This design comes from an exercise in tuning for small area on the open sky130 flow, not from production work. Only simulation tests tie the RTL to the original design; equivalence was not proved. Power figures rest on the tool's default switching activity, not on a simulated workload.

## REG_32
module REG_32 (
    input clk,
    input rst,
    input read_en,
    input write_en,
    input [3:0] addr,
    input [31:0] write_data,
    output reg [31:0] read_data
);
    reg  [511:0] mem;
    wire [511:0] mem_nxt;
    wire [15:0] dec  = 16'd1 << addr;
    wire        wr   = write_en & ~read_en & ~rst;
    wire        rd   = read_en & ~rst;
    wire [15:0] we   = dec & {16{wr}};
    wire [15:0] we_n = ~we;
    wire [15:0] sel  = dec & {16{rd}};
    wire        hold = ~read_en & ~rst;
    wire [31:0] nxt;
    genvar r, b, g;
    generate
        for (r = 0; r < 16; r = r + 1) begin : row
            for (b = 0; b < 32; b = b + 1) begin : col
                rf_ao22 u_cell (
                    .a1(we[r]),   .a2(write_data[b]),
                    .b1(we_n[r]), .b2(mem[32*r + b]),
                    .y(mem_nxt[32*r + b])
                );
            end
        end
        for (b = 0; b < 32; b = b + 1) begin : rd_mux
            wire [4:0] n;
            wire       t;
            for (g = 0; g < 5; g = g + 1) begin : grp
                rf_aoi222 u (
  ...
Size: roughly 1,400 cells after synthesis, ~540 flip-flops.
make LEC_CHECK=0 CAP_MARGIN=20 CORE_MARGIN=2 CORE_UTILIZATION=65 CTS_BUF_LIST=sky130_fd_sc_hd__clkbuf_8 CTS_CLUSTER_DIAMETER=50 CTS_CLUSTER_SIZE=16 SLEW_MARGIN=20 SYNTH_HIERARCHICAL=1 finish   # period 4.0 ns
run.sh (not shown) runs the stock make flow with config.mk's settings and CLKGATE_MAP_FILE= SYNTH_SCRIPT=/design/flow/synth_recipe.tcl, a recipe that flattens the netlist after the stock synthesis.
The baseline passed the timing, DRC and antenna checks.
Then changed:
==> flow/flow/run.sh (new file) <==
#!/bin/bash
# Standard layout, with two changes to how it is made:
#  - each port gets a buf_1 as its port buffer (buffer_ports picks a
#    clkdlybuf4s50_1 otherwise);
#  - clock tree: clkbuf_4 sink clusters, no dummy loads.
set -euo pipefail
export BUFFER_PORTS_ARGS="-buffer_cell sky130_fd_sc_hd__buf_1"
export CTS_ARGS="-sink_clustering_enable -repair_clock_nets -dont_use_dummy_load -buf_list sky130_fd_sc_hd__clkbuf_4 -sink_clustering_size 10 -sink_clustering_max_diameter 40"
bash standard.sh > standard_flow.log 2>&1
==> flow/standard.sh (new file) <==
#!/bin/bash
# synth_recipe.tcl (not shown) runs the flow's synth.tcl, then flattens the netlist and writes it again
# the make line also repeats each setting of config.mk as NAME=value (left out here)
make -C /OpenROAD-flow-scripts/flow DESIGN_CONFIG=/design/flow/config.mk WORK_HOME=/design/flow/orfs CLKGATE_MAP_FILE= SYNTH_SCRIPT=/design/flow/synth_recipe.tcl "${@:-finish}"
- CORE_UTILIZATION: 65 -> 75
- CTS_BUF_LIST: sky130_fd_sc_hd__clkbuf_8 -> not set
- CTS_CLUSTER_DIAMETER: 50 -> not set
- CTS_CLUSTER_SIZE: 16 -> not set
removed: flow/run.sh
=> Clock power is lower by a quarter to a third. Non-clock buffer count is lower by 1. Cell count is lower by a few percent. Worst hold slack is worse by 0.010 ns.
Then changed:
==> flow/flow/run.sh (replaced) <==
#!/bin/bash
# Standard layout, with two changes to how it is made:
#  - each port gets a buf_1 as its port buffer (buffer_ports picks a
#    clkdlybuf4s50_1 otherwise);
#  - clock tree: clkbuf_8 sink clusters, no dummy loads.
set -euo pipefail
export BUFFER_PORTS_ARGS="-buffer_cell sky130_fd_sc_hd__buf_1"
export CTS_ARGS="-sink_clustering_enable -repair_clock_nets -dont_use_dummy_load -buf_list sky130_fd_sc_hd__clkbuf_8 -sink_clustering_size 16 -sink_clustering_max_diameter 50"
bash standard.sh > standard_flow.log 2>&1
- CAP_MARGIN: 20 -> 0
- CORE_UTILIZATION: 75 -> 65
- SLEW_MARGIN: 20 -> 0
The changed run passed the timing, DRC and antenna checks.
Setup slack gets worse by 0.19 ns.
Design area climbs by 1.2%.
Routed wire length drops by 4.2%.
First-iteration DRC count went down by 20%.
Combinational power decreases by about 2%.
Clock skew decreases by 0.0041 ns.
Total power increases by 2.2%.
Then changed:
==> flow/run.sh (new file) <==
#!/bin/bash
# synth_recipe.tcl (not shown) runs the flow's synth.tcl, then flattens the netlist and writes it again
# the make line also repeats each setting of config.mk as NAME=value (left out here)
make -C /OpenROAD-flow-scripts/flow DESIGN_CONFIG=/design/flow/config.mk WORK_HOME=/design/flow/orfs CLKGATE_MAP_FILE= SYNTH_SCRIPT=/design/flow/synth_recipe.tcl finish
- CAP_MARGIN: 0 -> 20
- CTS_BUF_LIST: not set -> sky130_fd_sc_hd__clkbuf_16
- CTS_CLUSTER_DIAMETER: not set -> 60
- CTS_CLUSTER_SIZE: not set -> 30
- SLEW_MARGIN: 0 -> 20
removed: flow/flow/run.sh
removed: flow/standard.sh
The new run passed the timing, DRC and antenna checks.
Maximum frequency falls by 8.2%.
Worst setup slack got worse by 0.24 ns.
Power grows by 12%.
Cell count grows by 0.67%.
Routed wire length climbs by 4.1%.
Design area went up by 4.6%.
Then changed:
==> flow/flow/run.sh (new file) <==
#!/bin/bash
# Standard layout, with two changes to how it is made:
#  - each port gets a buf_1 as its port buffer (buffer_ports picks a
#    clkdlybuf4s50_1 otherwise);
#  - clock tree: clkbuf_8 sink clusters, no dummy loads.
set -euo pipefail
export BUFFER_PORTS_ARGS="-buffer_cell sky130_fd_sc_hd__buf_1"
export CTS_ARGS="-sink_clustering_enable -repair_clock_nets -dont_use_dummy_load -buf_list sky130_fd_sc_hd__clkbuf_8 -sink_clustering_size 16 -sink_clustering_max_diameter 50"
bash standard.sh > standard_flow.log 2>&1
==> flow/standard.sh (new file) <==
#!/bin/bash
# synth_recipe.tcl (not shown) runs the flow's synth.tcl, then flattens the netlist and writes it again
# the make line also repeats each setting of config.mk as NAME=value (left out here)
make -C /OpenROAD-flow-scripts/flow DESIGN_CONFIG=/design/flow/config.mk WORK_HOME=/design/flow/orfs CLKGATE_MAP_FILE= SYNTH_SCRIPT=/design/flow/synth_recipe.tcl "${@:-finish}"
- CTS_BUF_LIST: sky130_fd_sc_hd__clkbuf_16 -> not set
- CTS_CLUSTER_DIAMETER: 60 -> not set
- CTS_CLUSTER_SIZE: 30 -> not set
removed: flow/run.sh
- The changed run went through all stages and came out clean
- via count shrinks by about 0.7%
- wire length came out lower by about 4%
- synthesized area does not change
- worst setup slack gets better by 0.24 ns
- hold slack hardly moves
- cell area fell by 4.4%
- die area does not change
- global-route usage decreases by 1.5 points
Then changed:
==> flow/flow/run.sh (replaced) <==
#!/bin/bash
# Standard layout, with two changes to how it is made:
#  - each port gets a buf_1 as its port buffer (buffer_ports picks a
#    clkdlybuf4s50_1 otherwise);
#  - clock tree: clkbuf_4 sink clusters, no dummy loads.
set -euo pipefail
export BUFFER_PORTS_ARGS="-buffer_cell sky130_fd_sc_hd__buf_1"
export CTS_ARGS="-sink_clustering_enable -repair_clock_nets -dont_use_dummy_load -buf_list sky130_fd_sc_hd__clkbuf_4 -sink_clustering_size 10 -sink_clustering_max_diameter 40"
bash standard.sh > standard_flow.log 2>&1
- CORE_UTILIZATION: 65 -> 80
Effect: Final area goes down by 1.5%; final cell count goes down by 3.9%; total power goes down by 1.6%; maximum frequency goes down by 6.1%; worst setup slack degrades by 0.17 ns; utilization goes up by 16 points; count of clock-buffer cells in the layout goes up by 19; via count goes up by 6.0%; clock skew goes up by 0.036 ns; hold slack is about the same; synthesized area is unchanged.

[re-timing with driven ports]
How much do the figures lean on ideal ports? The routed layouts below were timed once more, with nothing changed but the port constraints. Step 1 (the two cells are an assumption about what drives the block):
set clk [get_ports {clk}]
set_driving_cell -lib_cell sky130_fd_sc_hd__clkbuf_16 $clk
set_driving_cell -lib_cell sky130_fd_sc_hd__buf_2 [delete_from_list [all_inputs] $clk]
Step 2 adds t to the input delays and takes it off the output delays; t is the mean of the earliest and latest rising clock arrival at the registers after step 1. Input paths then give back, and output paths get back, about the clock's delay inside the block. a / b / c = ideal ports / drivers / drivers and shift; a / b = the first two.
run | shift t [ns] | setup slack, ns | hold slack, ns
the first run | 0.638 | 1.044 / 1.059 / 0.421 | 0.476 / 0.476 / 0.476
the second run | 0.791 | 1.491 / 1.515 / 0.724 | 0.466 / 0.466 / 0.466
the third run | 0.620 | 1.300 / 1.312 / 0.692 | 0.474 / 0.474 / 0.474
the fourth run | 0.651 | 1.059 / 1.076 / 0.424 | 0.477 / 0.477 / 0.477
the fifth run | 0.620 | 1.300 / 1.312 / 0.692 | 0.474 / 0.474 / 0.474
the sixth run | 0.800 | 1.126 / 1.151 / 0.351 | 0.473 / 0.473 / 0.473
After both steps every run listed still meets setup and hold. The setup slack of the sixth run, which loses most, moves by +0.025 ns with the drivers and by -0.775 ns with both steps.
